What follows belongs to an exercise in optimizing a design on an open flow for small area; a production flow would make more cautious choices.
Only simulation tests tie the RTL to the original design; equivalence was not proved.
No activity file was given, so power comes from the tool's default toggle rates.

### design/flow/flow/run.sh
#!/bin/bash
# The standard layout (standard.sh, the ORFS flow), with ORFS's own variables set for two steps:
#  - clock tree synthesis without dummy balancing loads, built from clkbuf_8 cells;
#  - port buffering with the smallest buffer cell (every input and output still gets a buffer).
# The full ORFS output goes to standard.log in this folder (per-step logs under orfs/logs).
export CTS_ARGS="-sink_clustering_enable -repair_clock_nets -dont_use_dummy_load -buf_list sky130_fd_sc_hd__clkbuf_8"
export BUFFER_PORTS_ARGS="-buffer_cell sky130_fd_sc_hd__buf_1"
bash standard.sh > standard.log 2>&1
### design/flow/standard.sh
#!/bin/bash
# synth_recipe.tcl (not shown) runs the flow's synth.tcl, then flattens the netlist and writes it again
# the make line also repeats each setting of config.mk as NAME=value (left out here)
make -C /OpenROAD-flow-scripts/flow DESIGN_CONFIG=/design/flow/config.mk WORK_HOME=/design/flow/orfs CLKGATE_MAP_FILE= SYNTH_SCRIPT=/design/flow/synth_recipe.tcl "${@:-finish}"
### design/flow/config.mk
export PLATFORM = sky130hd
export DESIGN_NAME = total_fir
export DESIGN_NICKNAME = total_fir
export VERILOG_FILES = /design/flow/design.v
export SDC_FILE = /design/flow/constraint.sdc
export NUM_CORES = 4
export LEC_CHECK = 0
export CAP_MARGIN = 20
export CORE_MARGIN = 2
export CORE_UTILIZATION = 40
export SLEW_MARGIN = 20
export SYNTH_HIERARCHICAL = 1
export SYNTH_MINIMUM_KEEP_SIZE = 0
### design/flow/constraint.sdc
create_clock -name core_clock -period 5.0 [get_ports {clk}]
set_input_delay 1.0000 -clock core_clock [delete_from_list [all_inputs] [get_ports {clk}]]
set_output_delay 1.0000 -clock core_clock [all_outputs]
set_load 0.01 [all_outputs]
### design/flow/design.v
module total_fir(total_out, x_in, clk);
	input clk;
	input signed [7:0] x_in;
	output signed [15:0] total_out;
	reg [7:0] e0;
	reg [7:0] e1;
	reg [7:0] e2;
	reg [7:0] e3;
	reg [7:0] e4;
	reg [7:0] e5;
	reg [7:0] e6;
	reg [7:0] e7;
	reg [7:0] e8;
	reg [7:0] e9;
	reg [7:0] e10;
	reg [7:0] e11;
	reg [7:0] e12;
	reg [7:0] e13;
	reg [7:0] e14;
	reg [7:0] e15;
	reg [7:0] e16;
	reg [7:0] e17;
	reg r353;
	reg r354;
	reg r427;
	reg r492;
	reg r493;
	reg r494;
	reg r553;
	reg r554;
	reg r555;
	reg r604;
	reg r637;
	reg r638;
	reg r639;
	reg r666;
	reg r681;
	reg r682;
	reg r689;
	reg r690;
	reg r693;
	reg r694;
	reg r699;
	reg r700;
	reg r701;
	wire o5;
	wire o6;
	wire o7;
	wire o8;
	wire o16;
	wire w1;
	wire w2;
	wire w3;
	wire w4;
	wire w5;
	wire w6;
	wire w7;
	wire w8;
	wire w9;
	wire w10;
	wire w11;
	wire w12;
	wire w13;
	wire w14;
	wire w15;
	wire w16;
	wire w17;
	wire w18;
	wire w19;
	wire w20;
	wire w21;
	wire w22;
	wire w23;
	wire w24;
	wire w25;
	wire w26;
	wire w27;
	wire w28;
	wire w29;
	wire w30;
	wire w31;
	wire w32;
	wire w33;
	wire w34;
	wire w35;
	wire w36;
	wire w37;
	wire w38;
	wire w39;
	wire w40;
	wire w41;
	wire w42;
	wire w43;
	wire w44;
	wire w45;
	wire w46;
	wire w47;
	wire w48;
	wire w49;
	wire w50;
	wire w51;
	wire w52;
	wire w53;
	wire w54;
	wire w55;
	wire w56;
	wire w57;
	wire w58;
	wire w59;
	wire w60;
	wire w61;
	wire w62;
	wire w63;
	wire w64;
	wire w65;
	wire w66;
	wire w67;
	wire w68;
	wire w69;
	wire w70;
	wire w71;
	wire w72;
	wire w73;
	wire w74;
	wire w75;
	wire w76;
	wire w77;
	wire w78;
	wire w79;
	wire w80;
	wire w81;
	wire w82;
	wire w83;
	wire w84;
	wire w85;
	wire w86;
	wire w87;
	wire w88;
	wire w89;
	wire w90;
	wire w91;
	wire w92;
	wire w93;
	wire w94;
	wire w95;
	wire w96;
	wire w97;
	wire w98;
	wire w99;
	wire w100;
	wire w101;
	wire w102;
	wire w103;
	wire w104;
	wire w105;
	wire w106;
	wire w107;
	wire w108;
	wire w109;
	wire w110;
	wire w111;
	wire w112;
	wire w113;
	wire w114;
	wire w115;
	wire w116;
	wire w117;
	wire w118;
	wire w119;
	wire w120;
	wire w121;
	wire w122;
	wire w123;
	wire w124;
	wire w125;
	wire w126;
	wire w127;
	wire w128;
	wire w129;
	wire w130;
	wire w131;
	wire w132;
	wire w133;
	wire w134;
	wire w135;
	wire w136;
	wire w137;
	wire w138;
	wire w139;
	wire w140;
	wire w141;
	wire w142;
	wire w143;
	wire w144;
	wire w145;
	wire w146;
	wire w147;
	wire w148;
	wire w149;
	wire w150;
	wire w151;
	wire w152;
	wire w153;
	wire w154;
	wire w155;
	wire w156;
	wire w157;
	wire w158;
	wire w159;
	wire w160;
	wire w161;
	wire w162;
	wire w163;
	wire w164;
	wire w165;
	wire w166;
	wire w167;
	wire w168;
	wire w169;
	wire w170;
	wire w171;
	wire w172;
	wire w173;
	wire w174;
	wire w175;
	wire w176;
	wire w177;
	wire w178;
	wire w179;
	wire w180;
	wire w181;
	wire w182;
	wire w183;
	wire w184;
	wire w185;
	wire w186;
	wire w187;
	wire w188;
	wire w189;
	wire w190;
	wire w191;
	wire w192;
	wire w193;
	wire w194;
	wire w195;
	wire w196;
	wire w197;
	wire w198;
	wire w199;
	wire w200;
	wire w201;
	wire w202;
	wire w203;
	wire w204;
	wire w205;
	wire w206;
	wire w207;
	wire w208;
	wire w209;
	wire w210;
	wire w211;
	wire w212;
	wire w213;
	wire w214;
	wire w215;
	wire w216;
	wire w217;
	wire w218;
	wire w219;
	wire w220;
	wire w221;
	wire w222;
	wire w223;
	wire w224;
	wire w225;
	wire w226;
	wire w227;
	wire w228;
	wire w229;
	wire w230;
	wire w231;
	wire w232;
	wire w233;
	wire w234;
	wire w235;
	wire w236;
	wire w237;
	wire w238;
	wire w239;
	wire w240;
	wire w241;
	wire w242;
	wire w243;
	wire w244;
	wire w245;
	wire w246;
	wire w247;
	wire w248;
	wire w249;
	wire w250;
	wire w251;
	wire w252;
	wire w253;
	wire w254;
	wire w255;
	wire w256;
	wire w257;
	wire w258;
	wire w259;
	wire w260;
	wire w261;
	wire w262;
	wire w263;
	wire w264;
	wire w265;
	wire w266;
	wire w267;
	wire w268;
	wire w269;
	wire w270;
	wire w271;
	wire w272;
	wire w273;
	wire w274;
	wire w275;
	wire w276;
	wire w277;
	wire w278;
	wire w279;
	wire w280;
	wire w281;
	wire w282;
	wire w283;
	wire w284;
	wire w285;
	wire w286;
	wire w287;
	wire w288;
	wire w289;
	wire w290;
	wire w291;
	wire w292;
	wire w293;
	wire w294;
	wire w295;
	wire w296;
	wire w297;
	wire w298;
	wire w299;
	wire w300;
	wire w301;
	wire w302;
	wire w303;
	wire w304;
	wire w305;
	wire w306;
	wire w307;
	wire w308;
	wire w309;
	wire w310;
	wire w311;
	wire w312;
	wire w313;
	wire w314;
	wire w315;
	wire w316;
	wire w317;
	wire w318;
	wire w319;
	wire w320;
	wire w321;
	wire w322;
	wire w323;
	wire w324;
	wire w325;
	wire w326;
	wire w327;
	wire w328;
	wire w329;
	wire w330;
	wire w331;
	wire w332;
	wire w333;
	wire w334;
	wire w335;
	wire w336;
	wire w337;
	wire w338;
	wire w339;
	wire w340;
	wire w341;
	wire w342;
	wire w343;
	wire w344;
	wire w345;
	wire w346;
	wire w347;
	wire w348;
	wire w349;
	wire w350;
	wire w351;
	wire w352;
	wire w353;
	wire w354;
	wire w355;
	wire w356;
	wire w357;
	wire w358;
	wire w359;
	wire w360;
	wire w361;
	wire w362;
	wire w363;
	wire w364;
	wire w365;
	wire w366;
	wire w367;
	wire w368;
	wire w369;
	wire w370;
	wire w371;
	wire w372;
	wire w373;
	wire w374;
	wire w375;
	wire w376;
	wire w377;
	wire w378;
	wire w379;
	wire w380;
	wire w381;
	wire w382;
	wire w383;
	wire w384;
	wire w385;
	wire w386;
	wire w387;
	wire w388;
	wire w389;
	wire w390;
	wire w391;
	wire w392;
	wire w393;
	wire w394;
	wire w395;
	wire w396;
	wire w397;
	wire w398;
	wire w399;
	wire w400;
	wire w401;
	wire w402;
	wire w403;
	wire w404;
	wire w405;
	wire w406;
	wire w407;
	wire w408;
	wire w409;
	wire w410;
	wire w411;
	wire w412;
	wire w413;
	wire w414;
	wire w415;
	wire w416;
	wire w417;
	wire w418;
	wire w419;
	wire w420;
	wire w421;
	wire w422;
	wire w423;
	wire w424;
	wire w425;
	wire w426;
	wire w427;
	wire w428;
	wire w429;
	wire w430;
	wire w431;
	wire w432;
	wire w433;
	wire w434;
	wire w435;
	wire w436;
	wire w437;
	wire w438;
	wire w439;
	wire w440;
	wire w441;
	wire w442;
	wire w443;
	wire w444;
	wire w445;
	wire w446;
	wire w447;
	wire w448;
	wire w449;
	wire w450;
	wire w451;
	wire w452;
	wire w453;
	wire w454;
	wire w455;
	wire w456;
	wire w457;
	wire w458;
	wire w459;
	wire w460;
	wire w461;
	wire w462;
	wire w463;
	wire w464;
	wire w465;
	wire w466;
	wire w467;
	wire w468;
	wire w469;
	wire w470;
	wire w471;
	wire w472;
	wire w473;
	wire w474;
	wire w475;
	wire w476;
	wire w477;
	wire w478;
	wire w479;
	wire w480;
	wire w481;
	wire w482;
	wire w483;
	wire w484;
	wire w485;
	wire w486;
	wire w487;
	wire w488;
	wire w489;
	wire w490;
	wire w491;
	wire w492;
	wire w493;
	wire w494;
	wire w495;
	wire w496;
	wire w497;
	wire w498;
	wire w499;
	wire w500;
	wire w501;
	wire w502;
	wire w503;
	wire w504;
	wire w505;
	wire w506;
	wire w507;
	wire w508;
	wire w509;
	wire w510;
	wire w511;
	wire w512;
	wire w513;
	wire w514;
	wire w515;
	wire w516;
	wire w517;
	wire w518;
	wire w519;
	wire w520;
	wire w521;
	wire w522;
	wire w523;
	wire w524;
	wire w525;
	wire w526;
	wire w527;
	wire w528;
	wire w529;
	wire w530;
	wire w531;
	wire w532;
	wire w533;
	wire w534;
	wire w535;
	wire w536;
	wire w537;
	wire w538;
	wire w539;
	wire w540;
	wire w541;
	wire w542;
	wire w543;
	wire w544;
	wire w545;
	wire w546;
	wire w547;
	wire w548;
	wire w549;
	wire w550;
	wire w551;
	wire w552;
	wire w553;
	wire w554;
	wire w555;
	wire w556;
	wire w557;
	wire w558;
	wire w559;
	wire w560;
	wire w561;
	wire w562;
	wire w563;
	wire w564;
	wire w565;
	wire w566;
	wire w567;
	wire w568;
	wire w569;
	wire w570;
	wire w571;
	wire w572;
	wire w573;
	wire w574;
	wire w575;
	wire w576;
	wire w577;
	wire w578;
	wire w579;
	wire w580;
	wire w581;
	wire w582;
	wire w583;
	wire w584;
	wire w585;
	wire w586;
	wire w587;
	wire w588;
	wire w589;
	wire w590;
	wire w591;
	wire w592;
	wire w593;
	wire w594;
	wire w595;
	wire w596;
	wire w597;
	wire w598;
	wire w599;
	wire w600;
	wire w601;
	wire w602;
	wire w603;
	wire w604;
	wire w605;
	wire w606;
	wire w607;
	wire w608;
	wire w609;
	wire w610;
	wire w611;
	wire w612;
	wire w613;
	wire w614;
	wire w615;
	wire w616;
	wire w617;
	wire w618;
	wire w619;
	wire w620;
	wire w621;
	wire w622;
	wire w623;
	wire w624;
	wire w625;
	wire w626;
	wire w627;
	wire w628;
	wire w629;
	wire w630;
	wire w631;
	wire w632;
	wire w633;
	wire w634;
	wire w635;
	wire w636;
	wire w637;
	wire w638;
	wire w639;
	wire w640;
	wire w641;
	wire w642;
	wire w643;
	wire w644;
	wire w645;
	wire w646;
	wire w647;
	wire w648;
	wire w649;
	wire w650;
	wire w651;
	wire w652;
	wire w653;
	wire w654;
	wire w655;
	wire w656;
	wire w657;
	wire w658;
	wire w659;
	wire w660;
	wire w661;
	wire w662;
	wire w663;
	wire w664;
	wire w665;
	wire w666;
	wire w667;
	wire w668;
	wire w669;
	wire w670;
	wire w671;
	wire w672;
	wire w673;
	wire w674;
	wire w675;
	wire w676;
	wire w677;
	wire w678;
	wire w679;
	wire w680;
	wire w681;
	wire w682;
	wire w683;
	wire w684;
	wire w685;
	wire w686;
	wire w687;
	wire w688;
	wire w689;
	wire w690;
	wire w691;
	wire w692;
	wire w693;
	wire w694;
	wire w695;
	wire w696;
	wire w697;
	wire w698;
	wire w699;
	wire w700;
	wire w701;
	wire n1;
	wire n2;
	wire n3;
	wire n4;
	wire n5;
	wire n6;
	wire n7;
	wire n8;
	wire n9;
	wire n10;
	wire n11;
	wire n12;
	wire n13;
	wire n14;
	wire n15;
	wire n16;
	wire n17;
	wire n18;
	wire n19;
	wire n20;
	wire n21;
	wire n22;
	wire n23;
	wire n24;
	wire n25;
	wire n26;
	wire n27;
	wire n28;
	wire n29;
	wire n30;
	wire n31;
	wire n32;
	wire n33;
	wire n34;
	wire n35;
	wire n36;
	wire n37;
	wire n38;
	wire n39;
	wire n40;
	wire n41;
	wire n42;
	wire n43;
	wire n44;
	wire n45;
	wire n46;
	wire n47;
	wire n48;
	wire n49;
	wire n50;
	wire n51;
	wire n52;
	wire n53;
	wire n54;
	always @(posedge clk) begin
		e0 <= x_in;
		e1 <= e0;
		e2 <= e1 ^ 8'h7f;
		e3 <= e2;
		e4 <= e3;
		e5 <= e4;
		e6 <= e5;
		e7 <= e6 ^ 8'h03;
		e8 <= e7;
		e9 <= e8;
		e10 <= e9 ^ 8'h7c;
		e11 <= e10;
		e12 <= e11 ^ 8'h80;
		e13 <= e12;
		e14 <= e13;
		e15 <= e14;
		e16 <= e15;
		e17 <= e16;
		r353 <= w351;
		r354 <= w280;
		r427 <= w425;
		r492 <= w424;
		r493 <= w490;
		r494 <= w426;
		r553 <= w489;
		r554 <= w551;
		r555 <= w491;
		r604 <= w602;
		r637 <= w601;
		r638 <= w635;
		r639 <= w603;
		r666 <= w664;
		r681 <= w679;
		r682 <= w665;
		r689 <= w687;
		r690 <= w680;
		r693 <= w686;
		r694 <= w688;
		r699 <= w157;
		r700 <= w213;
		r701 <= w279;
	end
	assign o5 = ~(~e5[0] | ~e5[1]);
	assign o6 = ~(~e6[0] | ~e6[1]);
	assign o7 = ~(e7[0] | e7[1]);
	assign o8 = ~(e8[0] | e8[1]);
	assign o16 = ~(e16[0] | e16[1]);
	assign n1 = ~e7[2];
	assign n2 = ~e7[3];
	assign n3 = ~e7[4];
	assign n4 = ~e7[5];
	assign n5 = ~e7[6];
	assign n6 = ~e7[7];
	assign n7 = ~e8[2];
	assign n8 = ~e8[3];
	assign n9 = ~e8[4];
	assign n10 = ~e8[5];
	assign n11 = ~e8[6];
	assign n12 = ~e8[7];
	assign n13 = ~e9[0];
	assign n14 = ~e9[1];
	assign n15 = ~e10[0];
	assign n16 = ~e10[1];
	assign n17 = ~e10[2];
	assign n18 = ~e10[3];
	assign n19 = ~e10[4];
	assign n20 = ~e10[5];
	assign n21 = ~e10[6];
	assign n22 = ~e10[7];
	assign n23 = ~e11[7];
	assign n24 = ~e11[0];
	assign n25 = ~e11[1];
	assign n26 = ~e11[2];
	assign n27 = ~e11[3];
	assign n28 = ~e11[4];
	assign n29 = ~e11[5];
	assign n30 = ~e11[6];
	assign n31 = ~e13[0];
	assign n32 = ~e13[1];
	assign n33 = ~e13[2];
	assign n34 = ~e13[3];
	assign n35 = ~e13[4];
	assign n36 = ~e13[5];
	assign n37 = ~e13[6];
	assign n38 = ~e13[7];
	assign n39 = ~e14[0];
	assign n40 = ~e14[1];
	assign n41 = ~e14[2];
	assign n42 = ~e14[3];
	assign n43 = ~e14[4];
	assign n44 = ~e14[5];
	assign n45 = ~e14[6];
	assign n46 = ~e14[7];
	assign n47 = ~e16[0];
	assign n48 = ~e16[1];
	assign n49 = ~e16[2];
	assign n50 = ~e16[3];
	assign n51 = ~e16[4];
	assign n52 = ~e16[5];
	assign n53 = ~e16[6];
	assign n54 = ~e16[7];
	fa uw55 (.a(e3[0]), .b(e4[1]), .c(e4[0]), .s(w55), .co(w56));
	fa uw57 (.a(e5[0]), .b(e5[2]), .c(e6[2]), .s(w57), .co(w58));
	fa uw59 (.a(e7[2]), .b(e8[2]), .c(e10[1]), .s(w59), .co(w60));
	fa uw61 (.a(e11[1]), .b(e12[0]), .c(e12[1]), .s(w61), .co(w62));
	fa uw63 (.a(e13[0]), .b(e14[0]), .c(e14[1]), .s(w63), .co(w64));
	fa uw65 (.a(e17[2]), .b(n49), .c(o5), .s(w65), .co(w66));
	fa uw67 (.a(o6), .b(o7), .c(o8), .s(w67), .co(w68));
	fa uw69 (.a(o16), .b(w55), .c(w57), .s(w69), .co(w70));
	fa uw71 (.a(w59), .b(w61), .c(w63), .s(w71), .co(w72));
	fa uw73 (.a(w65), .b(w67), .c(w69), .s(w73), .co(w74));
	assign w76 = w71 & w73;
	assign w77 = ~(e3[1] ^ e4[0]);
	assign w78 = e3[1] | e4[0];
	fa uw79 (.a(e4[2]), .b(e5[1]), .c(e5[3]), .s(w79), .co(w80));
	fa uw81 (.a(e6[0]), .b(e6[3]), .c(e7[3]), .s(w81), .co(w82));
	fa uw83 (.a(e8[3]), .b(e10[2]), .c(e11[0]), .s(w83), .co(w84));
	fa uw85 (.a(e11[2]), .b(e12[1]), .c(e12[2]), .s(w85), .co(w86));
	fa uw87 (.a(e13[1]), .b(e13[0]), .c(e14[1]), .s(w87), .co(w88));
	fa uw89 (.a(e14[2]), .b(e15[0]), .c(e17[3]), .s(w89), .co(w90));
	fa uw91 (.a(n15), .b(n47), .c(n50), .s(w91), .co(w92));
	fa uw93 (.a(w77), .b(w56), .c(w58), .s(w93), .co(w94));
	fa uw95 (.a(w60), .b(w62), .c(w64), .s(w95), .co(w96));
	fa uw97 (.a(w79), .b(w81), .c(w83), .s(w97), .co(w98));
	fa uw99 (.a(w85), .b(w87), .c(w89), .s(w99), .co(w100));
	fa uw101 (.a(w91), .b(w66), .c(w68), .s(w101), .co(w102));
	fa uw103 (.a(w70), .b(w72), .c(w93), .s(w103), .co(w104));
	fa uw105 (.a(w95), .b(w97), .c(w99), .s(w105), .co(w106));
	fa uw107 (.a(w101), .b(w74), .c(w103), .s(w107), .co(w108));
	assign w110 = (w105 & w76) | (w105 & w107) | (w76 & w107);
	assign w111 = ~(e2[0] ^ e3[2]);
	assign w112 = e2[0] | e3[2];
	fa uw113 (.a(e4[1]), .b(e4[3]), .c(e5[2]), .s(w113), .co(w114));
	fa uw115 (.a(e5[0]), .b(e5[4]), .c(e6[1]), .s(w115), .co(w116));
	fa uw117 (.a(e6[4]), .b(e7[0]), .c(e7[4]), .s(w117), .co(w118));
	fa uw119 (.a(e8[4]), .b(e10[3]), .c(e11[1]), .s(w119), .co(w120));
	fa uw121 (.a(e11[0]), .b(e11[3]), .c(e12[2]), .s(w121), .co(w122));
	fa uw123 (.a(e12[0]), .b(e12[3]), .c(e13[2]), .s(w123), .co(w124));
	fa uw125 (.a(e13[1]), .b(e14[2]), .c(e14[3]), .s(w125), .co(w126));
	fa uw127 (.a(e15[1]), .b(e15[0]), .c(e17[0]), .s(w127), .co(w128));
	fa uw129 (.a(e17[4]), .b(n13), .c(n16), .s(w129), .co(w130));
	fa uw131 (.a(n48), .b(n51), .c(w78), .s(w131), .co(w132));
	fa uw133 (.a(w111), .b(w80), .c(w82), .s(w133), .co(w134));
	fa uw135 (.a(w84), .b(w86), .c(w88), .s(w135), .co(w136));
	fa uw137 (.a(w90), .b(w113), .c(w115), .s(w137), .co(w138));
	fa uw139 (.a(w117), .b(w119), .c(w121), .s(w139), .co(w140));
	fa uw141 (.a(w123), .b(w125), .c(w127), .s(w141), .co(w142));
	fa uw143 (.a(w92), .b(w129), .c(w131), .s(w143), .co(w144));
	fa uw145 (.a(w94), .b(w96), .c(w98), .s(w145), .co(w146));
	fa uw147 (.a(w100), .b(w133), .c(w135), .s(w147), .co(w148));
	fa uw149 (.a(w137), .b(w139), .c(w141), .s(w149), .co(w150));
	fa uw151 (.a(w102), .b(w143), .c(w104), .s(w151), .co(w152));
	fa uw153 (.a(w106), .b(w145), .c(w147), .s(w153), .co(w154));
	fa uw155 (.a(w149), .b(w108), .c(w151), .s(w155), .co(w156));
	fa uw157 (.a(w153), .b(w110), .c(w155), .s(w157), .co(w158));
	fa uw159 (.a(e2[1]), .b(e2[0]), .c(e3[3]), .s(w159), .co(w160));
	fa uw161 (.a(e4[2]), .b(e4[4]), .c(e5[3]), .s(w161), .co(w162));
	fa uw163 (.a(e5[1]), .b(e5[5]), .c(e6[2]), .s(w163), .co(w164));
	fa uw165 (.a(e6[5]), .b(e7[1]), .c(e7[5]), .s(w165), .co(w166));
	fa uw167 (.a(e8[5]), .b(e10[4]), .c(e11[2]), .s(w167), .co(w168));
	fa uw169 (.a(e11[1]), .b(e11[4]), .c(e12[3]), .s(w169), .co(w170));
	fa uw171 (.a(e12[1]), .b(e12[4]), .c(e13[3]), .s(w171), .co(w172));
	fa uw173 (.a(e13[2]), .b(e14[3]), .c(e14[4]), .s(w173), .co(w174));
	fa uw175 (.a(e15[2]), .b(e15[1]), .c(e17[1]), .s(w175), .co(w176));
	fa uw177 (.a(e17[5]), .b(n14), .c(n17), .s(w177), .co(w178));
	fa uw179 (.a(n49), .b(n47), .c(n52), .s(w179), .co(w180));
	fa uw181 (.a(w112), .b(w114), .c(w116), .s(w181), .co(w182));
	fa uw183 (.a(w118), .b(w120), .c(w122), .s(w183), .co(w184));
	fa uw185 (.a(w124), .b(w126), .c(w128), .s(w185), .co(w186));
	fa uw187 (.a(w159), .b(w161), .c(w163), .s(w187), .co(w188));
	fa uw189 (.a(w165), .b(w167), .c(w169), .s(w189), .co(w190));
	fa uw191 (.a(w171), .b(w173), .c(w175), .s(w191), .co(w192));
	fa uw193 (.a(w130), .b(w177), .c(w179), .s(w193), .co(w194));
	fa uw195 (.a(w132), .b(w134), .c(w136), .s(w195), .co(w196));
	fa uw197 (.a(w138), .b(w140), .c(w142), .s(w197), .co(w198));
	fa uw199 (.a(w181), .b(w183), .c(w185), .s(w199), .co(w200));
	fa uw201 (.a(w187), .b(w189), .c(w191), .s(w201), .co(w202));
	fa uw203 (.a(w193), .b(w144), .c(w146), .s(w203), .co(w204));
	fa uw205 (.a(w148), .b(w195), .c(w150), .s(w205), .co(w206));
	fa uw207 (.a(w197), .b(w199), .c(w201), .s(w207), .co(w208));
	fa uw209 (.a(w152), .b(w203), .c(w154), .s(w209), .co(w210));
	fa uw211 (.a(w205), .b(w207), .c(w156), .s(w211), .co(w212));
	fa uw213 (.a(w209), .b(w158), .c(w211), .s(w213), .co(w214));
	assign w215 = ~(e2[2] ^ e2[1]);
	assign w216 = e2[2] | e2[1];
	fa uw217 (.a(e3[4]), .b(e3[0]), .c(e4[3]), .s(w217), .co(w218));
	fa uw219 (.a(e4[0]), .b(e4[5]), .c(e5[4]), .s(w219), .co(w220));
	fa uw221 (.a(e5[2]), .b(e5[6]), .c(e6[3]), .s(w221), .co(w222));
	fa uw223 (.a(e6[6]), .b(e7[6]), .c(e8[6]), .s(w223), .co(w224));
	fa uw225 (.a(e9[2]), .b(e10[0]), .c(e10[5]), .s(w225), .co(w226));
	fa uw227 (.a(e11[3]), .b(e11[2]), .c(e11[5]), .s(w227), .co(w228));
	fa uw229 (.a(e12[4]), .b(e12[2]), .c(e12[0]), .s(w229), .co(w230));
	fa uw231 (.a(e12[5]), .b(e13[4]), .c(e13[3]), .s(w231), .co(w232));
	fa uw233 (.a(e14[4]), .b(e14[5]), .c(e15[3]), .s(w233), .co(w234));
	fa uw235 (.a(e15[2]), .b(e17[2]), .c(e17[6]), .s(w235), .co(w236));
	fa uw237 (.a(n1), .b(n18), .c(n39), .s(w237), .co(w238));
	fa uw239 (.a(n50), .b(n48), .c(n53), .s(w239), .co(w240));
	fa uw241 (.a(w215), .b(w160), .c(w162), .s(w241), .co(w242));
	fa uw243 (.a(w164), .b(w166), .c(w168), .s(w243), .co(w244));
	fa uw245 (.a(w170), .b(w172), .c(w174), .s(w245), .co(w246));
	fa uw247 (.a(w176), .b(w217), .c(w219), .s(w247), .co(w248));
	fa uw249 (.a(w221), .b(w223), .c(w225), .s(w249), .co(w250));
	fa uw251 (.a(w227), .b(w229), .c(w231), .s(w251), .co(w252));
	fa uw253 (.a(w233), .b(w235), .c(w178), .s(w253), .co(w254));
	fa uw255 (.a(w180), .b(w237), .c(w239), .s(w255), .co(w256));
	fa uw257 (.a(w182), .b(w184), .c(w186), .s(w257), .co(w258));
	fa uw259 (.a(w188), .b(w190), .c(w192), .s(w259), .co(w260));
	fa uw261 (.a(w241), .b(w243), .c(w245), .s(w261), .co(w262));
	fa uw263 (.a(w247), .b(w249), .c(w251), .s(w263), .co(w264));
	fa uw265 (.a(w194), .b(w253), .c(w255), .s(w265), .co(w266));
	fa uw267 (.a(w196), .b(w198), .c(w200), .s(w267), .co(w268));
	fa uw269 (.a(w257), .b(w202), .c(w259), .s(w269), .co(w270));
	fa uw271 (.a(w261), .b(w263), .c(w265), .s(w271), .co(w272));
	fa uw273 (.a(w204), .b(w206), .c(w267), .s(w273), .co(w274));
	fa uw275 (.a(w208), .b(w269), .c(w271), .s(w275), .co(w276));
	fa uw277 (.a(w210), .b(w273), .c(w275), .s(w277), .co(w278));
	fa uw279 (.a(w212), .b(w277), .c(w214), .s(w279), .co(w280));
	fa uw281 (.a(e2[3]), .b(e2[2]), .c(e3[5]), .s(w281), .co(w282));
	fa uw283 (.a(e3[1]), .b(e4[4]), .c(e4[1]), .s(w283), .co(w284));
	fa uw285 (.a(e4[6]), .b(e5[5]), .c(e5[3]), .s(w285), .co(w286));
	fa uw287 (.a(e5[7]), .b(e6[4]), .c(e6[7]), .s(w287), .co(w288));
	fa uw289 (.a(e7[7]), .b(e8[0]), .c(e8[7]), .s(w289), .co(w290));
	fa uw291 (.a(e9[3]), .b(e10[1]), .c(e10[6]), .s(w291), .co(w292));
	fa uw293 (.a(e11[4]), .b(e11[3]), .c(e11[6]), .s(w293), .co(w294));
	fa uw295 (.a(e12[5]), .b(e12[3]), .c(e12[1]), .s(w295), .co(w296));
	fa uw297 (.a(e12[6]), .b(e13[5]), .c(e13[4]), .s(w297), .co(w298));
	fa uw299 (.a(e14[5]), .b(e14[6]), .c(e15[4]), .s(w299), .co(w300));
	fa uw301 (.a(e15[3]), .b(e17[3]), .c(e17[7]), .s(w301), .co(w302));
	fa uw303 (.a(n2), .b(n19), .c(n24), .s(w303), .co(w304));
	fa uw305 (.a(n31), .b(n40), .c(n51), .s(w305), .co(w306));
	fa uw307 (.a(n49), .b(n54), .c(w216), .s(w307), .co(w308));
	fa uw309 (.a(w218), .b(w220), .c(w222), .s(w309), .co(w310));
	fa uw311 (.a(w224), .b(w226), .c(w228), .s(w311), .co(w312));
	fa uw313 (.a(w230), .b(w232), .c(w234), .s(w313), .co(w314));
	fa uw315 (.a(w236), .b(w281), .c(w283), .s(w315), .co(w316));
	fa uw317 (.a(w285), .b(w287), .c(w289), .s(w317), .co(w318));
	fa uw319 (.a(w291), .b(w293), .c(w295), .s(w319), .co(w320));
	fa uw321 (.a(w297), .b(w299), .c(w301), .s(w321), .co(w322));
	fa uw323 (.a(w238), .b(w240), .c(w303), .s(w323), .co(w324));
	fa uw325 (.a(w305), .b(w307), .c(w242), .s(w325), .co(w326));
	fa uw327 (.a(w244), .b(w246), .c(w248), .s(w327), .co(w328));
	fa uw329 (.a(w250), .b(w252), .c(w309), .s(w329), .co(w330));
	fa uw331 (.a(w311), .b(w313), .c(w315), .s(w331), .co(w332));
	fa uw333 (.a(w317), .b(w319), .c(w321), .s(w333), .co(w334));
	fa uw335 (.a(w254), .b(w256), .c(w323), .s(w335), .co(w336));
	fa uw337 (.a(w258), .b(w260), .c(w262), .s(w337), .co(w338));
	fa uw339 (.a(w325), .b(w264), .c(w327), .s(w339), .co(w340));
	fa uw341 (.a(w329), .b(w331), .c(w333), .s(w341), .co(w342));
	fa uw343 (.a(w266), .b(w335), .c(w268), .s(w343), .co(w344));
	fa uw345 (.a(w270), .b(w337), .c(w339), .s(w345), .co(w346));
	fa uw347 (.a(w341), .b(w272), .c(w343), .s(w347), .co(w348));
	fa uw349 (.a(w274), .b(w345), .c(w276), .s(w349), .co(w350));
	fa uw351 (.a(w347), .b(w278), .c(w349), .s(w351), .co(w352));
	ha uw355 (.a(r353), .b(r354), .s(w355), .co(w356));
	fa uw357 (.a(e2[4]), .b(e2[3]), .c(e3[6]), .s(w357), .co(w358));
	fa uw359 (.a(e3[2]), .b(e4[5]), .c(e4[2]), .s(w359), .co(w360));
	fa uw361 (.a(e4[7]), .b(e5[6]), .c(e5[4]), .s(w361), .co(w362));
	fa uw363 (.a(e6[5]), .b(e8[1]), .c(e9[4]), .s(w363), .co(w364));
	fa uw365 (.a(e10[2]), .b(e11[5]), .c(e11[4]), .s(w365), .co(w366));
	fa uw367 (.a(e12[6]), .b(e12[4]), .c(e12[2]), .s(w367), .co(w368));
	fa uw369 (.a(e12[7]), .b(e13[6]), .c(e13[5]), .s(w369), .co(w370));
	fa uw371 (.a(e14[6]), .b(e14[7]), .c(e15[5]), .s(w371), .co(w372));
	fa uw373 (.a(e15[4]), .b(e17[4]), .c(n3), .s(w373), .co(w374));
	fa uw375 (.a(n20), .b(n22), .c(n25), .s(w375), .co(w376));
	fa uw377 (.a(n23), .b(n32), .c(n41), .s(w377), .co(w378));
	fa uw379 (.a(n52), .b(n50), .c(w282), .s(w379), .co(w380));
	fa uw381 (.a(w284), .b(w286), .c(w288), .s(w381), .co(w382));
	fa uw383 (.a(w290), .b(w292), .c(w294), .s(w383), .co(w384));
	fa uw385 (.a(w296), .b(w298), .c(w300), .s(w385), .co(w386));
	fa uw387 (.a(w302), .b(w357), .c(w359), .s(w387), .co(w388));
	fa uw389 (.a(w361), .b(w363), .c(w365), .s(w389), .co(w390));
	fa uw391 (.a(w367), .b(w369), .c(w371), .s(w391), .co(w392));
	fa uw393 (.a(w304), .b(w306), .c(w373), .s(w393), .co(w394));
	fa uw395 (.a(w375), .b(w377), .c(w308), .s(w395), .co(w396));
	fa uw397 (.a(w310), .b(w312), .c(w314), .s(w397), .co(w398));
	fa uw399 (.a(w316), .b(w318), .c(w320), .s(w399), .co(w400));
	fa uw401 (.a(w322), .b(w379), .c(w381), .s(w401), .co(w402));
	fa uw403 (.a(w383), .b(w385), .c(w387), .s(w403), .co(w404));
	fa uw405 (.a(w389), .b(w391), .c(w324), .s(w405), .co(w406));
	fa uw407 (.a(w393), .b(w395), .c(w326), .s(w407), .co(w408));
	fa uw409 (.a(w328), .b(w330), .c(w397), .s(w409), .co(w410));
	fa uw411 (.a(w332), .b(w334), .c(w399), .s(w411), .co(w412));
	fa uw413 (.a(w401), .b(w403), .c(w336), .s(w413), .co(w414));
	fa uw415 (.a(w405), .b(w338), .c(w407), .s(w415), .co(w416));
	fa uw417 (.a(w340), .b(w409), .c(w342), .s(w417), .co(w418));
	fa uw419 (.a(w411), .b(w413), .c(w344), .s(w419), .co(w420));
	fa uw421 (.a(w415), .b(w346), .c(w417), .s(w421), .co(w422));
	fa uw423 (.a(w348), .b(w419), .c(w421), .s(w423), .co(w424));
	fa uw425 (.a(w350), .b(w423), .c(w352), .s(w425), .co(w426));
	ha uw428 (.a(r427), .b(w356), .s(w428), .co(w429));
	fa uw430 (.a(e2[5]), .b(e2[4]), .c(e3[7]), .s(w430), .co(w431));
	fa uw432 (.a(e3[3]), .b(e4[6]), .c(e4[3]), .s(w432), .co(w433));
	fa uw434 (.a(e5[7]), .b(e5[5]), .c(e6[6]), .s(w434), .co(w435));
	fa uw436 (.a(e9[5]), .b(e10[3]), .c(e11[6]), .s(w436), .co(w437));
	fa uw438 (.a(e11[5]), .b(e12[7]), .c(e12[5]), .s(w438), .co(w439));
	fa uw440 (.a(e12[3]), .b(e13[7]), .c(e13[6]), .s(w440), .co(w441));
	fa uw442 (.a(e14[7]), .b(e15[6]), .c(e15[5]), .s(w442), .co(w443));
	fa uw444 (.a(e17[5]), .b(n4), .c(n7), .s(w444), .co(w445));
	fa uw446 (.a(n21), .b(n26), .c(n33), .s(w446), .co(w447));
	fa uw448 (.a(n42), .b(n53), .c(n51), .s(w448), .co(w449));
	fa uw450 (.a(w358), .b(w360), .c(w362), .s(w450), .co(w451));
	fa uw452 (.a(w364), .b(w366), .c(w368), .s(w452), .co(w453));
	fa uw454 (.a(w370), .b(w372), .c(w430), .s(w454), .co(w455));
	fa uw456 (.a(w432), .b(w434), .c(w436), .s(w456), .co(w457));
	fa uw458 (.a(w438), .b(w440), .c(w442), .s(w458), .co(w459));
	fa uw460 (.a(w374), .b(w376), .c(w378), .s(w460), .co(w461));
	fa uw462 (.a(w444), .b(w446), .c(w448), .s(w462), .co(w463));
	fa uw464 (.a(w380), .b(w382), .c(w384), .s(w464), .co(w465));
	fa uw466 (.a(w386), .b(w388), .c(w390), .s(w466), .co(w467));
	fa uw468 (.a(w392), .b(w450), .c(w452), .s(w468), .co(w469));
	fa uw470 (.a(w454), .b(w456), .c(w458), .s(w470), .co(w471));
	fa uw472 (.a(w394), .b(w460), .c(w396), .s(w472), .co(w473));
	fa uw474 (.a(w462), .b(w398), .c(w400), .s(w474), .co(w475));
	fa uw476 (.a(w402), .b(w464), .c(w404), .s(w476), .co(w477));
	fa uw478 (.a(w466), .b(w468), .c(w470), .s(w478), .co(w479));
	fa uw480 (.a(w406), .b(w472), .c(w408), .s(w480), .co(w481));
	fa uw482 (.a(w410), .b(w412), .c(w474), .s(w482), .co(w483));
	fa uw484 (.a(w476), .b(w478), .c(w414), .s(w484), .co(w485));
	fa uw486 (.a(w416), .b(w480), .c(w482), .s(w486), .co(w487));
	fa uw488 (.a(w418), .b(w484), .c(w420), .s(w488), .co(w489));
	fa uw490 (.a(w486), .b(w422), .c(w488), .s(w490), .co(w491));
	fa uw495 (.a(r492), .b(r493), .c(r494), .s(w495), .co(w496));
	ha uw497 (.a(w429), .b(w495), .s(w497), .co(w498));
	assign w499 = ~(e2[6] ^ e2[5]);
	assign w500 = e2[6] | e2[5];
	fa uw501 (.a(e3[4]), .b(e4[7]), .c(e4[4]), .s(w501), .co(w502));
	fa uw503 (.a(e5[6]), .b(e6[7]), .c(e9[6]), .s(w503), .co(w504));
	fa uw505 (.a(e10[7]), .b(e10[4]), .c(e11[6]), .s(w505), .co(w506));
	fa uw507 (.a(e12[6]), .b(e12[4]), .c(e13[7]), .s(w507), .co(w508));
	fa uw509 (.a(e15[7]), .b(e15[6]), .c(e17[6]), .s(w509), .co(w510));
	fa uw511 (.a(n5), .b(n8), .c(n23), .s(w511), .co(w512));
	fa uw513 (.a(n27), .b(n34), .c(n43), .s(w513), .co(w514));
	fa uw515 (.a(n54), .b(n52), .c(w499), .s(w515), .co(w516));
	fa uw517 (.a(w431), .b(w433), .c(w435), .s(w517), .co(w518));
	fa uw519 (.a(w437), .b(w439), .c(w441), .s(w519), .co(w520));
	fa uw521 (.a(w443), .b(w501), .c(w503), .s(w521), .co(w522));
	fa uw523 (.a(w505), .b(w507), .c(w509), .s(w523), .co(w524));
	fa uw525 (.a(w445), .b(w447), .c(w449), .s(w525), .co(w526));
	fa uw527 (.a(w511), .b(w513), .c(w515), .s(w527), .co(w528));
	fa uw529 (.a(w451), .b(w453), .c(w455), .s(w529), .co(w530));
	fa uw531 (.a(w457), .b(w459), .c(w517), .s(w531), .co(w532));
	fa uw533 (.a(w519), .b(w521), .c(w523), .s(w533), .co(w534));
	fa uw535 (.a(w461), .b(w463), .c(w525), .s(w535), .co(w536));
	fa uw537 (.a(w527), .b(w465), .c(w467), .s(w537), .co(w538));
	fa uw539 (.a(w469), .b(w471), .c(w529), .s(w539), .co(w540));
	fa uw541 (.a(w531), .b(w533), .c(w473), .s(w541), .co(w542));
	fa uw543 (.a(w535), .b(w475), .c(w477), .s(w543), .co(w544));
	fa uw545 (.a(w537), .b(w479), .c(w539), .s(w545), .co(w546));
	fa uw547 (.a(w541), .b(w481), .c(w483), .s(w547), .co(w548));
	fa uw549 (.a(w543), .b(w545), .c(w485), .s(w549), .co(w550));
	fa uw551 (.a(w487), .b(w547), .c(w549), .s(w551), .co(w552));
	fa uw556 (.a(r553), .b(r554), .c(r555), .s(w556), .co(w557));
	fa uw558 (.a(w496), .b(w556), .c(w498), .s(w558), .co(w559));
	fa uw560 (.a(e2[7]), .b(e2[6]), .c(e3[5]), .s(w560), .co(w561));
	fa uw562 (.a(e4[5]), .b(e5[7]), .c(e9[7]), .s(w562), .co(w563));
	fa uw564 (.a(e10[5]), .b(e12[7]), .c(e12[5]), .s(w564), .co(w565));
	fa uw566 (.a(e15[7]), .b(e17[7]), .c(n6), .s(w566), .co(w567));
	fa uw568 (.a(n9), .b(n23), .c(n28), .s(w568), .co(w569));
	fa uw570 (.a(n35), .b(n44), .c(n53), .s(w570), .co(w571));
	fa uw572 (.a(w500), .b(w502), .c(w504), .s(w572), .co(w573));
	fa uw574 (.a(w506), .b(w508), .c(w510), .s(w574), .co(w575));
	fa uw576 (.a(w560), .b(w562), .c(w564), .s(w576), .co(w577));
	fa uw578 (.a(w512), .b(w514), .c(w566), .s(w578), .co(w579));
	fa uw580 (.a(w568), .b(w570), .c(w516), .s(w580), .co(w581));
	fa uw582 (.a(w518), .b(w520), .c(w522), .s(w582), .co(w583));
	fa uw584 (.a(w524), .b(w572), .c(w574), .s(w584), .co(w585));
	fa uw586 (.a(w576), .b(w526), .c(w578), .s(w586), .co(w587));
	fa uw588 (.a(w528), .b(w580), .c(w530), .s(w588), .co(w589));
	fa uw590 (.a(w532), .b(w534), .c(w582), .s(w590), .co(w591));
	fa uw592 (.a(w584), .b(w536), .c(w586), .s(w592), .co(w593));
	fa uw594 (.a(w538), .b(w540), .c(w588), .s(w594), .co(w595));
	fa uw596 (.a(w590), .b(w542), .c(w592), .s(w596), .co(w597));
	fa uw598 (.a(w544), .b(w594), .c(w546), .s(w598), .co(w599));
	fa uw600 (.a(w596), .b(w548), .c(w598), .s(w600), .co(w601));
	fa uw602 (.a(w550), .b(w600), .c(w552), .s(w602), .co(w603));
	fa uw605 (.a(r604), .b(w557), .c(w559), .s(w605), .co(w606));
	assign w607 = ~(e2[7] ^ e3[6]);
	assign w608 = e2[7] | e3[6];
	fa uw609 (.a(e4[6]), .b(e10[6]), .c(e12[6]), .s(w609), .co(w610));
	fa uw611 (.a(n10), .b(n29), .c(n36), .s(w611), .co(w612));
	fa uw613 (.a(n45), .b(n54), .c(w607), .s(w613), .co(w614));
	fa uw615 (.a(w561), .b(w563), .c(w565), .s(w615), .co(w616));
	fa uw617 (.a(w609), .b(w567), .c(w569), .s(w617), .co(w618));
	fa uw619 (.a(w571), .b(w611), .c(w613), .s(w619), .co(w620));
	fa uw621 (.a(w573), .b(w575), .c(w577), .s(w621), .co(w622));
	fa uw623 (.a(w615), .b(w579), .c(w617), .s(w623), .co(w624));
	fa uw625 (.a(w581), .b(w619), .c(w583), .s(w625), .co(w626));
	fa uw627 (.a(w585), .b(w621), .c(w587), .s(w627), .co(w628));
	fa uw629 (.a(w623), .b(w589), .c(w591), .s(w629), .co(w630));
	fa uw631 (.a(w625), .b(w593), .c(w627), .s(w631), .co(w632));
	fa uw633 (.a(w595), .b(w629), .c(w597), .s(w633), .co(w634));
	fa uw635 (.a(w631), .b(w599), .c(w633), .s(w635), .co(w636));
	fa uw640 (.a(r637), .b(r638), .c(r639), .s(w640), .co(w641));
	ha uw642 (.a(w640), .b(w606), .s(w642), .co(w643));
	fa uw644 (.a(e3[7]), .b(e4[7]), .c(e12[7]), .s(w644), .co(w645));
	fa uw646 (.a(n11), .b(n22), .c(n30), .s(w646), .co(w647));
	fa uw648 (.a(n37), .b(n46), .c(w608), .s(w648), .co(w649));
	fa uw650 (.a(w610), .b(w644), .c(w612), .s(w650), .co(w651));
	fa uw652 (.a(w646), .b(w614), .c(w648), .s(w652), .co(w653));
	fa uw654 (.a(w616), .b(w618), .c(w650), .s(w654), .co(w655));
	fa uw656 (.a(w620), .b(w652), .c(w622), .s(w656), .co(w657));
	fa uw658 (.a(w624), .b(w654), .c(w626), .s(w658), .co(w659));
	fa uw660 (.a(w656), .b(w628), .c(w630), .s(w660), .co(w661));
	fa uw662 (.a(w658), .b(w632), .c(w660), .s(w662), .co(w663));
	fa uw664 (.a(w634), .b(w662), .c(w636), .s(w664), .co(w665));
	fa uw667 (.a(r666), .b(w641), .c(w643), .s(w667), .co(w668));
	fa uw669 (.a(e11[7]), .b(n12), .c(n38), .s(w669), .co(w670));
	fa uw671 (.a(w645), .b(w647), .c(w669), .s(w671), .co(w672));
	fa uw673 (.a(w649), .b(w651), .c(w671), .s(w673), .co(w674));
	fa uw675 (.a(w653), .b(w655), .c(w673), .s(w675), .co(w676));
	fa uw677 (.a(w657), .b(w675), .c(w659), .s(w677), .co(w678));
	fa uw679 (.a(w661), .b(w677), .c(w663), .s(w679), .co(w680));
	fa uw683 (.a(r681), .b(r682), .c(w668), .s(w683), .co(w684));
	fa uw685 (.a(w670), .b(w672), .c(w674), .s(w685), .co(w686));
	fa uw687 (.a(w676), .b(w685), .c(w678), .s(w687), .co(w688));
	fa uw691 (.a(r689), .b(r690), .c(w684), .s(w691), .co(w692));
	fa uw695 (.a(r693), .b(r694), .c(w692), .s(w695), .co(w696));
	assign w697 = w696 ^ 1'b1;
	assign total_out[0] = r699;
	assign total_out[1] = r700;
	assign total_out[2] = r701;
	assign total_out[3] = w355;
	assign total_out[4] = w428;
	assign total_out[5] = w497;
	assign total_out[6] = w558;
	assign total_out[7] = w605;
	assign total_out[8] = w642;
	assign total_out[9] = w667;
	assign total_out[10] = w683;
	assign total_out[11] = w691;
	assign total_out[12] = w695;
	assign total_out[13] = w697;
	assign total_out[14] = w697;
	assign total_out[15] = w697;
endmodule
module fa(input a, input b, input c, output s, output co);
	assign s = a ^ b ^ c;
	assign co = (a & b) | (a & c) | (b & c);
endmodule
module ha(input a, input b, output s, output co);
	assign s = a ^ b;
	assign co = a & b;
endmodule
==> run summary <==
layer usage:
layer	GRT usage, %	up-vias	routed length (um)
li1	-	1733	-
met1	24.5	2419	9000
met2	32.2	105	11600
met3	3.78	23	843
met4	6.11	0	452
met5	0	-	0
worst reg2reg max path, stage by stage, from the launching register on:
cell	delay, ns
dfxtp_1	0.59
fa_1	0.52
fa_1	0.50
fa_1	0.47
fa_1	0.45
fa_1	0.49
fa_1	0.53
fa_1	0.44
fa_1	0.45
final timing paths:
kind / to / slack, ns / cells after the start
worst max-delay path: total_out[12] / -0.03 / 10
worst min register to register: e17[6]$_DFF_P_ / 0.32 / 0
worst min-delay path: e17[6]$_DFF_P_ / 0.32 / 0
worst max register to register: r604$_DFF_P_ / 0.45 / 8
through the flow:
| stage | total power [mW] | setup slack, ns | hold slack, ns | util [%] | std cells |
|---|---|---|---|---|---|
| after floorplan | 6.05 | 0.400 | 0.310 | - | 589 |
| after global placement | 7.40 | 0.111 | 0.310 | 42.3 | 921 |
| after detailed placement | 7.56 | 0.0735 | 0.315 | 42.3 | 921 |
| after CTS | 8.40 | -0.165 | 0.323 | 43.4 | 938 |
| after global routing | 9.21 | -0.166 | 0.339 | 43.4 | 938 |
| final | 8.12 | -0.0303 | 0.322 | 43.4 | 938 |
logic make-up after synthesis:
group           Yosys count
simple gates              7
buf+inv                 105
compound gates            1
fa+ha+maj               309
flops                   167
cell usage in the layout, fill, tap and decap left out:
cell,netlist,routed
dfxtp_2,0,1
and2_1,1,1
dfxtp_1,167,166
fa_1,300,295
ha_4,0,1
clkbuf_8,0,17
ha_1,9,7
fa_2,0,5
a22oi_1,1,1
buf_1,0,20
inv_2,0,1
nor2_1,6,6
ha_2,0,1
buf_2,0,4
inv_1,89,88
modules after synthesis, one instance, submodules excluded:
| module | flops+latches | times used |
|---|---|---|
| ha | 0 | 4 |
| fa | 0 | 300 |
| total_fir | 167 | 1 |
area by class of cell:
class / instances / area, um2
multi-input combinational: 317 / 6180
fill: 2174 / 13800
tap: 324 / 405
timing repair buffer: 24 / 95.1
sequential: 167 / 3340
inverter: 89 / 334
clock buffer: 17 / 234
report_power, final:
part           switching [mW]  leakage [nW]  internal, mW
clock network           0.440         0.122         0.300
logic                    2.90          2.78          2.64
registers               0.144          1.41          1.69
timing repair:
item                       in CTS  in global routing
hold endpoints to repair        0                  0
pin swaps                       3                  4
gates resized for setup        13                  1
setup endpoints to repair       5                  4
==> flow_metrics.tcl <==
set metrics [dict create \
    cts_htree_levels 4 \
    synth_seq_cells 167 \
    critPathTopFamily "adder cells" \
    slew_headroom_pct 71.5 \
    crit_required_ns 4.00 \
    path_cells "fa_1, ha_2, fa_2, fa_2, ha_4, fa_2, fa_2, fa_2, fa_1, buf_2" \
    crit_path_end_kind "primary output" \
    worstSkewPairLatency_ns 0.48 \
    first_pass_iters 4 \
    grt_pass1_wl_um 34000 \
    worstPathMaxFanout 1 \
    synth_ff_type "dfxtp_1" \
    fin_ws_ns -0.0303 \
    post_dp_cell_area_um2 10300 \
    finalCriticalPeriod_ns 5.03 \
    critical_path_class "register to primary output" \
    synthTopCellsByArea "fa_1, dfxtp_1, inv_1" \
    drtAntennaViolNets 0 \
    hold_class "register to register" \
    synth_top_area_share_pct 60.3 \
    area_delta_synth_final_pct 6.46 \
    synth_area_um2 9950 \
    drive_gt1_share_pct 4.89 \
    gp_congestion 0.878 \
    diodes 0 \
    fmax_mhz 199 \
    via_per_inst 4.56 \
    p_leak_nw 4.31 \
    cp_slowest_cell "fa_1" \
    ys_seq_area_share_pct 33.6 \
    status "complete, but fails checks" \
    start_util_pct 40.8 \
    power.density_nw_per_um2 767 \
    cts_tree "yes" \
    rr_startpoint "e12[2]$_DFF_P_" \
    syn_nets 907 \
    drv_cap 0 \
    clk_pin_slew_ns 0.08 \
    syn_inst 589 \
    first_iter_violations 241 \
    ir_drop_uv 664 \
    finalSetupViolCount 1 \
    min-delay-start "e16[6]$_DFF_P_" \
    final_nets 934 \
    synth_xor_xnor_area_share_pct 0 \
    die_h_um 162 \
    drt_wl_total_um 21900 \
    grt_pass1_vias 5371 \
    rsz0062_at_grt "true" \
    dieArea_um2 26200 \
    synth_compound_area_share_pct 0.0754 \
    yosysUniqueCellTypes 8 \
    grt_max_degree 19 \
    synthAdderAreaFrac_pct 61.5 \
    worst_pin_slew_ns 0.427 \
    cts_buffers 17 \
    worst_clock_skew_ns 0.0489 \
    synth_common_cells "fa_1, dfxtp_1, inv_1" \
    async_flop_share_pct 0 \
    io_buffers 24 \
    drv_slew 0 \
    hold_buffers 0 \
    clock_path_buffers 2 \
    fin_crit_sh_pct 101 \
    muxShareOfSynthArea_pct 0 \
    syn_area_per_cell_um2 16.9 \
    core_area_um2 24400 \
    dp_hpwl_um 19400 \
    postCtsSetupBuffers 0 \
    die_w_um 162 \
    synth_edf_count 0 \
    grt_usage_pct 18.9 \
    grt_overflow 0 \
    critical_path_buf_inv_count 1 \
    synth_top_family_by_area "adder cells" \
    antenna_found_initial 0 \
    io_pins 25 \
    drc_errors 0 \
    setup-tns-final_ns -0.0303 \
    cts_root_buffer "clkbuf_8" \
    cp.arrival_ns 4.03 \
    report.final.hold_viol_count 0 \
    critPathMostFrequentCell "fa_2" \
    startpoint "r492$_DFF_P_" \
    yosys.area_share.simple_pct 0.289 \
    yosysMostFrequentCell "fa_1" \
    vias 4280 \
    rows 57 \
    max_stage_delay_ns 0.49 \
    clock_sinks 167 \
    synth_top_cell_by_area "fa_1" \
    wl_per_cell_um 23.3 \
    failed_checks "negative setup slack" \
    startpoint_type "register" \
    finalInstanceArea_um2 10600 \
    yosysWarningCount 7 \
]

==> what the ideal ports hide <==
No port has a modelled driver above. Below, the same layout with a new extraction and two added sets of constraints. Step 1: set_driving_cell puts a clkbuf_16 on clk and a buf_2 on each other input, an assumption about the parent block. Step 2 moves the port delays by t, midway between the first and last clock arrival at a register: inputs arrive t later, outputs are due t later. That takes back most of the time a late clock gives input paths. a / b / c = no drivers / after step 1 / after step 2; a / b = the first two.
t (ns): 0.495
setup WS [ns]: -0.030 / -0.073 / 0.423
hold WS [ns]: 0.322 / 0.322 / 0.322
worst setup path at the end: register to output
worst slew at a driven data input, ns: 0.04
For this run, drivers alone change the setup slack by -0.043 ns; drivers and shift together by +0.453 ns.
